This design comes from an exercise in tuning for small area and a short achievable clock period on the open sky130 flow, not from production work.
Only simulation tests tie the RTL to the original design; equivalence was not proved.

## flow/design.v (module list and top-level ports; edited modules follow where they fit)
// module fft_complex_compute: 3844 lines
// module cbfly_fa: 4 lines
// module cbfly_ha: 4 lines
module fft_complex_compute #(
  parameter DATA_WIDTH = 32
) (
  input  logic clk,
  input  logic [DATA_WIDTH-1:0] x_N,
  input  logic [DATA_WIDTH-1:0] x_M,
  input  logic [DATA_WIDTH-1:0] w_N,
  output logic [DATA_WIDTH-1:0] y_N,
  output logic [DATA_WIDTH-1:0] y_M
);
  // ...
==> flow/flow/run.sh <==
#!/bin/bash
# The standard layout (the standard.sh: ORFS synthesis through finish,
# unchanged), except that the port buffers that global placement inserts on
# every input and output are the platform's smallest buffer (buf_1) rather
# than the one buffer_ports picks by default.  Timing repair still resizes
# them where a path needs it.  The tools' output goes to standard.log.
set -euo pipefail
export BUFFER_PORTS_ARGS="-buffer_cell sky130_fd_sc_hd__buf_1"
bash standard.sh > standard.log 2>&1
==> flow/standard.sh <==
#!/bin/bash
# synth_recipe.tcl (not shown) runs the flow's synth.tcl, then flattens the netlist and writes it again
# the make line also repeats each setting of config.mk as NAME=value (left out here)
make -C /OpenROAD-flow-scripts/flow DESIGN_CONFIG=/design/flow/config.mk WORK_HOME=/design/flow/orfs CLKGATE_MAP_FILE= SYNTH_SCRIPT=/design/flow/synth_recipe.tcl "${@:-finish}"
==> flow/config.mk <==
export PLATFORM = sky130hd
export DESIGN_NAME = fft_complex_compute
export DESIGN_NICKNAME = fft_complex_compute
export VERILOG_FILES = /design/flow/design.v
export SDC_FILE = /design/flow/constraint.sdc
export NUM_CORES = 4
export LEC_CHECK = 0
export ABC_AREA = 1
export CAP_MARGIN = 20
export CORE_MARGIN = 2
export CORE_UTILIZATION = 55
export CTS_CLUSTER_DIAMETER = 120
export CTS_CLUSTER_SIZE = 20
export SETUP_SLACK_MARGIN = 4.5
export SLEW_MARGIN = 20
export SYNTH_HIERARCHICAL = 1
export SYNTH_MINIMUM_KEEP_SIZE = 0
==> flow/constraint.sdc <==
create_clock -name core_clock -period 8.0 [get_ports {clk}]
set_input_delay 1.6000 -clock core_clock [delete_from_list [all_inputs] [get_ports {clk}]]
set_output_delay 1.6000 -clock core_clock [all_outputs]
set_load 0.01 [all_outputs]
==> flow_summary.yaml, run 1 <==
cts:
  clk_transition_reported_paths_ps: 90
  cts.sinks: 344
  worstSkewPairLatency_ps: 590
  cts_htree_levels: 1
synthesis:
  synthSimpleGateAreaFrac_pct: 5.42
  synthFlopType: "dfxtp_1"
  synth_edf_count: 0
  synth.largest_area_cell: "fa_1"
  synthXorXnorAreaFrac_pct: 15.5
global_routing:
  grt_first_pass_wirelength_mm: 150
  use_met3_pct: 8.11
  grt_use_total_pct: 33.5
setup_path:
  cpPeakStageDelay_ps: 560
  reg2reg_depth: 9
  cp-start-kind: "flip-flop"
  rrSetupSlack_ps: 4500
  critical_path.cell_chain: "buf_4, inv_1, xor2_1, fa_1, fa_1, fa_2, o221a_2, nand2_1, nand2_1"
  cpMaxStageDelayCell: "buf_4"
  required_ps: 8530
layout:
  multi_input_cells: 2176
  instances_no_fill: 3843
  ff_latch_area_mm2: 0.00694
  multi_input_area_mm2: 0.0221
  area_growth_pct: 7.01
  biggestCellCategory: "multi-input combinational cells"
  finalInstanceArea_mm2: 0.0335
  nets: 3794
  multi_input_area_share_pct: 66.1
  clkCellAreaFrac_pct: 1.74
  inverters: 284
drt:
  wl_met2_mm: 45.4
  dr_wl_met3_mm: 10.7
  wire_per_inst_um: 25.9
  first_iter_violations: 2344
run_status:
  outcome: "complete, no violations"
sta:
  maxSlewViolCount: 0
==> run 2: changes to the inputs <==
--- a/flow/config.mk
+++ b/flow/config.mk
@@ -8,10 +8,10 @@
 export ABC_AREA = 1
 export CAP_MARGIN = 20
 export CORE_MARGIN = 2
-export CORE_UTILIZATION = 55
+export CORE_UTILIZATION = 40
 export CTS_CLUSTER_DIAMETER = 120
 export CTS_CLUSTER_SIZE = 20
-export SETUP_SLACK_MARGIN = 4.5
+export SETUP_SLACK_MARGIN = 4.6
 export SLEW_MARGIN = 20
 export SYNTH_HIERARCHICAL = 1
 export SYNTH_MINIMUM_KEEP_SIZE = 0
==> flow_summary.yaml, run 2 <==
run_status:
  outcome: "complete, no violations"
setup_path:
  critPathArrivalTime_ps: 4090
  endpoint_kind: "flip-flop"
  required_ps: 8520
  crit_type: "flip-flop to flip-flop"
  cp_common_cell: "fa_1"
  crit_path_max_fanout: 33
  critical_path.cell_chain: "buf_6, inv_1, xor2_1, fa_1, fa_1, fa_1, o221a_2, nand2_1, nand2_1"
  cpMaxStageDelayCell: "xor2_1"
  crit_family: "adder cells"
  cp-start-kind: "flip-flop"
  rrSetupSlack_ps: 4430
  crit_buf_inv: 2
  cpPeakStageDelay_ps: 640
cts:
  cts.sinks: 344
  cts_htree_levels: 1
  cts_buffer_depth: 3
  worstSkewPairLatency_ps: 610
  cts_root_buf: "clkbuf_16"
  clk_transition_reported_paths_ps: 100
  cts_tree: "built"
  cts-buffers-inserted: 23
placement:
  gp_congestion: 0.921
  dpl.cell_count: 4074
  hpwl_mm: 65.5
  place_area_mm2: 0.0322
  port_buffers: 160
synthesis:
  synth_edf_count: 0
  syn-num-nets: 3758
  postSynthAreaPerCell_um2: 10.3
  syn_area_mm2: 0.0313
  yosys-top-cells-count: "xor2_1 (544), fa_1 (492), o22ai_1 (431), dfxtp_1 (344), nand2_1 (300)"
  ys_warn_count: 7
  synthFlopType: "dfxtp_1"
  ys_top_cells_by_area: "fa_1 (31%), dfxtp_1 (22%), xor2_1 (15%)"
  ys_types: 28
  seq_area_frac_synth_pct: 22.0
  ys_ff_latch: 344
  syn_inst: 3047
  synth_top_cell_area_share_pct: 31.5
  ys_async_sr_fraction_pct: 0
  synth_most_common_cell: "xor2_1"
  synth.largest_area_cell: "fa_1"
drt:
  ant_nets: 0
  first_iter_violations: 2505
  wire_per_inst_um: 23.3
  num_vias: 23300
  first_pass_iters: 10
  drc_errors: 0
  via_per_inst: 5.61
  drt_wl_total_mm: 97.0
layout:
  final_common_cell: "xor2_1"
  instances_no_fill: 4154
  nets: 3819
  area_growth_pct: 10.0
  drive_gt1_share_pct: 11.2
  final_cell_mix: "xor2_1 (535), fa_1 (478), o22ai_1 (417), dfxtp_1 (304), nand2_1 (294)"
  num_antenna_cells: 0
  finalInstanceArea_mm2: 0.0344
sta:
  period_minus_slack_ps: 3570
  fin_skew_ps: 28.6
  period_share_pct: 44.7
  rsz0062_at_grt: "true"
  fmax_mhz: 280
  slew_headroom_pct: 26.2
  final_hold_viol_count: 0
  setup_viol: 0
  maxSlewViolCount: 0
  tightest_slew_ps: 1100
  fin_setup_tns_ps: 0
floorplan:
  die_w_um: 284
  die_area_mm2: 0.0804
  io_pins: 161
  die_height_um: 284
  core.rowCount: 102
  core_mm2: 0.0775
  initial_utilization_pct: 40.4
global_routing:
  grt_max_degree: 34
  grt_first_pass_wirelength_mm: 145
  grt_use_total_pct: 23.6
  antenna_found_initial: 1
  grt_remaining_overflow: 0
  grt_pass1_vias: 24100
min_path:
  hp-class: "flip-flop to flip-flop"
job:
  cap_violations: 0
## run 2: kinds of logic after synthesis
group                    after synthesis  synth area share, %
AND/OR/NAND/NOR                      434                 5.42
XOR/XNOR                             554                 15.5
multiplexers                          14                0.504
buffers and inverters                527                 8.26
flip-flops                           344                 22.0
AO/OA/AOI/OAI                        560                 11.9
adder cells (fa/ha/maj)              614                 36.4
## run 2: path summary, 6_finish.rpt
| kind | depth (start not counted) | start | end |
|---|---|---|---|
| hold / removal | 0 | ar[6]$_DFF_P_ | ar2[6]$_DFF_P_ |
| setup reg to reg | 9 | br_neg[5]$_DFF_P_ | qr_l0g0$_DFF_P_ |
| setup / recovery | 9 | br_neg[5]$_DFF_P_ | qr_l0g0$_DFF_P_ |
| hold reg to reg | 0 | ar[6]$_DFF_P_ | ar2[6]$_DFF_P_ |
## run 2: metal layers
layer	vias to the layer above	part of all wire, %	track usage [%]	routed length, um
met5	-	0.058	0.476	56
met4	2	5.8	12.0	5620
met3	339	11	5.79	10800
met2	1501	44	37.2	43000
met1	11400	39	30.1	37500
li1	10000	-	-	-
## run 2: modules after synthesis (local to each module, per instance)
module	copies in the design	area, um2	flip-flops and latches	cells
cbfly_fa	476	20.0	0	1
fft_complex_compute	1	21100	344	2519
cbfly_ha	52	12.5	0	1
## run 2: area by class of cell
| class | instances | area [um2] |
|---|---|---|
| timing repair buffer | 277 | 2150 |
| inverter | 284 | 1190 |
| clock inverter | 8 | 116 |
| fill | 7422 | 43100 |
| tap | 1040 | 1300 |
| sequential | 344 | 6970 |
| multi-input combinational | 2176 | 22100 |
| clock buffer | 23 | 576 |
| timing repair inverter | 2 | 15.0 |
## run 2: timing repair
item | CTS | global route
endpoints found under the setup margin | 95 | 41
gates cloned | 2 | 6
gates resized for setup | 148 | 159
buffers inserted | 27 | 14
hold buffers | 0 | 0
pin swaps | 4 | 16
## run 2: metrics by stage
step / worst slack, ps / hold slack [ps] / util, %
detailed placement: 3970 / 313 / 41.6
global placement: 4060 / 310 / 41.6
global route: 4430 / 334 / 44.4
CTS: 4580 / 332 / 43.4
finish: 4430 / 330 / 44.4
floorplan: 4730 / 310 / -
==> run 3: changes to the inputs <==
--- a/flow/config.mk
+++ b/flow/config.mk
@@ -11,7 +11,7 @@
 export CORE_UTILIZATION = 40
 export CTS_CLUSTER_DIAMETER = 120
 export CTS_CLUSTER_SIZE = 20
-export SETUP_SLACK_MARGIN = 4.6
+export SETUP_SLACK_MARGIN = 4.4
 export SLEW_MARGIN = 20
 export SYNTH_HIERARCHICAL = 1
 export SYNTH_MINIMUM_KEEP_SIZE = 0
==> flow_summary.yaml, run 3 <==
setup_path:
  startpoint: "wi[11]$_DFF_P_"
  cpPeakStageDelay_ps: 490
  cp-start-kind: "flip-flop"
  crit_type: "flip-flop to flip-flop"
  required_ps: 8500
  critical_path.cell_chain: "inv_1, buf_4, o22ai_2, xor2_1, fa_1, fa_1, fa_1, fa_1, inv_1, fa_1"
  endpoint_kind: "flip-flop"
  cpMaxStageDelayCell: "fa_1"
  worstReg2RegStart: "wi[11]$_DFF_P_"
  critPathArrivalTime_ps: 4050
  cp_common_cell: "fa_1"
  crit_path_max_fanout: 32
global_routing:
  antenna_found_initial: 1
  grt_remaining_overflow: 0
  grt_use_total_pct: 23.6
  grt_pass1_vias: 24000
  grt_first_pass_wirelength_mm: 145
  grt_max_degree: 34
cts:
  cts_root_buf: "clkbuf_16"
  cts-buffers-inserted: 23
  cts_htree_levels: 1
  clk_transition_reported_paths_ps: 100
  cts.sinks: 344
  cts_tree: "built"
  worstSkewPairLatency_ps: 610
  cts_buffer_depth: 3
  ctsHoldBuffers: 0
drt:
  drt_wl_total_mm: 95.4
  via_per_inst: 5.59
  ant_nets: 0
  num_vias: 23100
  wire_per_inst_um: 23.1
  drc_errors: 0
  first_iter_violations: 2281
  first_pass_iters: 6
floorplan:
  io_pins: 161
  die_height_um: 284
  die_area_mm2: 0.0804
  initial_utilization_pct: 40.4
  die_w_um: 284
  core.rowCount: 102
  core_mm2: 0.0775
synthesis:
  ys_types: 28
  syn_inst: 3047
  ys_warn_count: 7
  synth.largest_area_cell: "fa_1"
  syn-num-nets: 3758
  yosys-top-cells-count: "xor2_1 (544), fa_1 (492), o22ai_1 (431), dfxtp_1 (344), nand2_1 (300)"
  seq_area_frac_synth_pct: 22.0
  synth_edf_count: 0
  postSynthAreaPerCell_um2: 10.3
  ys_top_cells_by_area: "fa_1 (31%), dfxtp_1 (22%), xor2_1 (15%)"
  syn_area_mm2: 0.0313
  ys_async_sr_fraction_pct: 0
  synth_most_common_cell: "xor2_1"
  synth_top_cell_area_share_pct: 31.5
  synthFlopType: "dfxtp_1"
  ys_ff_latch: 344
sta:
  period_minus_slack_ps: 3560
  fmax_mhz: 281
  tightest_slew_ps: 1050
  final_hold_viol_count: 0
  setup_viol: 0
  maxSlewViolCount: 0
  rsz0062_at_grt: "true"
  slew_headroom_pct: 29.6
  period_share_pct: 44.5
  fin_skew_ps: 26.7
  fin_setup_tns_ps: 0
placement:
  hpwl_mm: 65.5
  port_buffers: 160
  gp_congestion: 0.921
  place_area_mm2: 0.0322
layout:
  finalInstanceArea_mm2: 0.0334
  final_cell_mix: "xor2_1 (542), fa_1 (490), o22ai_1 (431), dfxtp_1 (317), nand2_1 (297)"
  num_antenna_cells: 0
  area_growth_pct: 6.90
  drive_gt1_share_pct: 8.63
  nets: 3800
  final_common_cell: "xor2_1"
min_path:
  hp-class: "flip-flop to flip-flop"
  hp-start: "ar[5]$_DFF_P_"
run_status:
  outcome: "complete, no violations"
job:
  cap_violations: 0
run 3: cell type report:
type	instances	area, um2
Tap cell	1040	1300
Clock inverter	8	116
Sequential cell	344	6930
Inverter	284	1140
Fill cell	7530	44000
Timing Repair inverter	2	15.0
Timing Repair Buffer	258	1520
Multi-Input combinational cell	2176	21800
Clock buffer	23	576
run 3: routing by layer:
layer  track usage, %  routed length (um)  part of all wire [%]
met5            0.952                 110                  0.12
met4             10.9                5180                   5.4
met3             6.45               10900                    11
met2             37.2               42600                    45
met1             29.9               36700                    38
run 3: path summary, 6_finish.rpt:
check | endpoint | slack [ps] | cells after the start
worst max register to register | qr_h0_3$_DFF_P_ | 4440 | 10
worst min register to register | ar2[5]$_DFF_P_ | 330 | 0
worst max-delay path | qr_h0_3$_DFF_P_ | 4440 | 10
worst min-delay path | ar2[5]$_DFF_P_ | 330 | 0
run 3: critical path, delay by kind of cell, from the launching register on:
family	cells	cell delay [ps]
xor gates and xnor gates	1	190
buffers and inverters	3	570
AOI/OAI and AO/OA	1	140
adders and majority gates	5	2230
DFF	1	300
run 3: logic make-up (layout without fill, tap and decap cells):
kind of cell	Yosys count	in the layout	share of synthesized area, %
buf+inv	527	575	8.26
simple gates	434	434	5.42
xor+xnor	554	554	15.5
flops	344	344	22.0
mux	14	14	0.504
fa+ha+maj	614	614	36.4
compound gates	560	560	11.9
run 3: Yosys stat by module, one instance, submodules excluded:
module	copies in the design	area, um2
fft_complex_compute	1	21100
cbfly_ha	52	12.5
cbfly_fa	476	20.0
run 3: what timing repair did:
action / in CTS / in global routing
cloned: 2 / 0
setup buffers: 17 / 11
endpoints found under the setup margin: 75 / 47
pin swaps: 0 / 0
resized for setup: 37 / 66
run 3: per-stage QoR:
step / std cells / setup slack [ps] / util [%] / hold WS [ps]
4_1_cts: 4124 / 4400 / 42.8 / 332
2_1_floorplan: 3047 / 4730 / - / 310
3_3_place_gp: 4074 / 4060 / 41.6 / 310
5_1_grt: 4135 / 4300 / 43.2 / 334
3_5_place_dp: 4074 / 3970 / 41.6 / 313
6_report: 4135 / 4440 / 43.2 / 329

static timing again, ports no longer ideal:
The flow's constraints put no driver on any port. The routed layouts listed below were extracted and timed again, unchanged, in two steps.
Step 1 assumes that a clkbuf_16 drives the clock port and a buf_2 every other input.
Step 2 also shifts input and output timing later by t, the mid clock arrival at the registers, as if the neighbouring blocks saw the same clock.
a / b / c = ideal / step 1 / step 2; a / b = the first two.
run	t, ns	setup WS [ns]	worst setup path at the end	worst data-port slew with drivers (ns)
run 1	0.633	4.503 / 4.503 / 4.503	register to register	0.04
run 2	0.667	4.425 / 4.425 / 4.425	register to register	0.07
run 3	0.665	4.442 / 4.442 / 4.442	register to register	0.07
After both steps setup and hold are still met in every run listed.
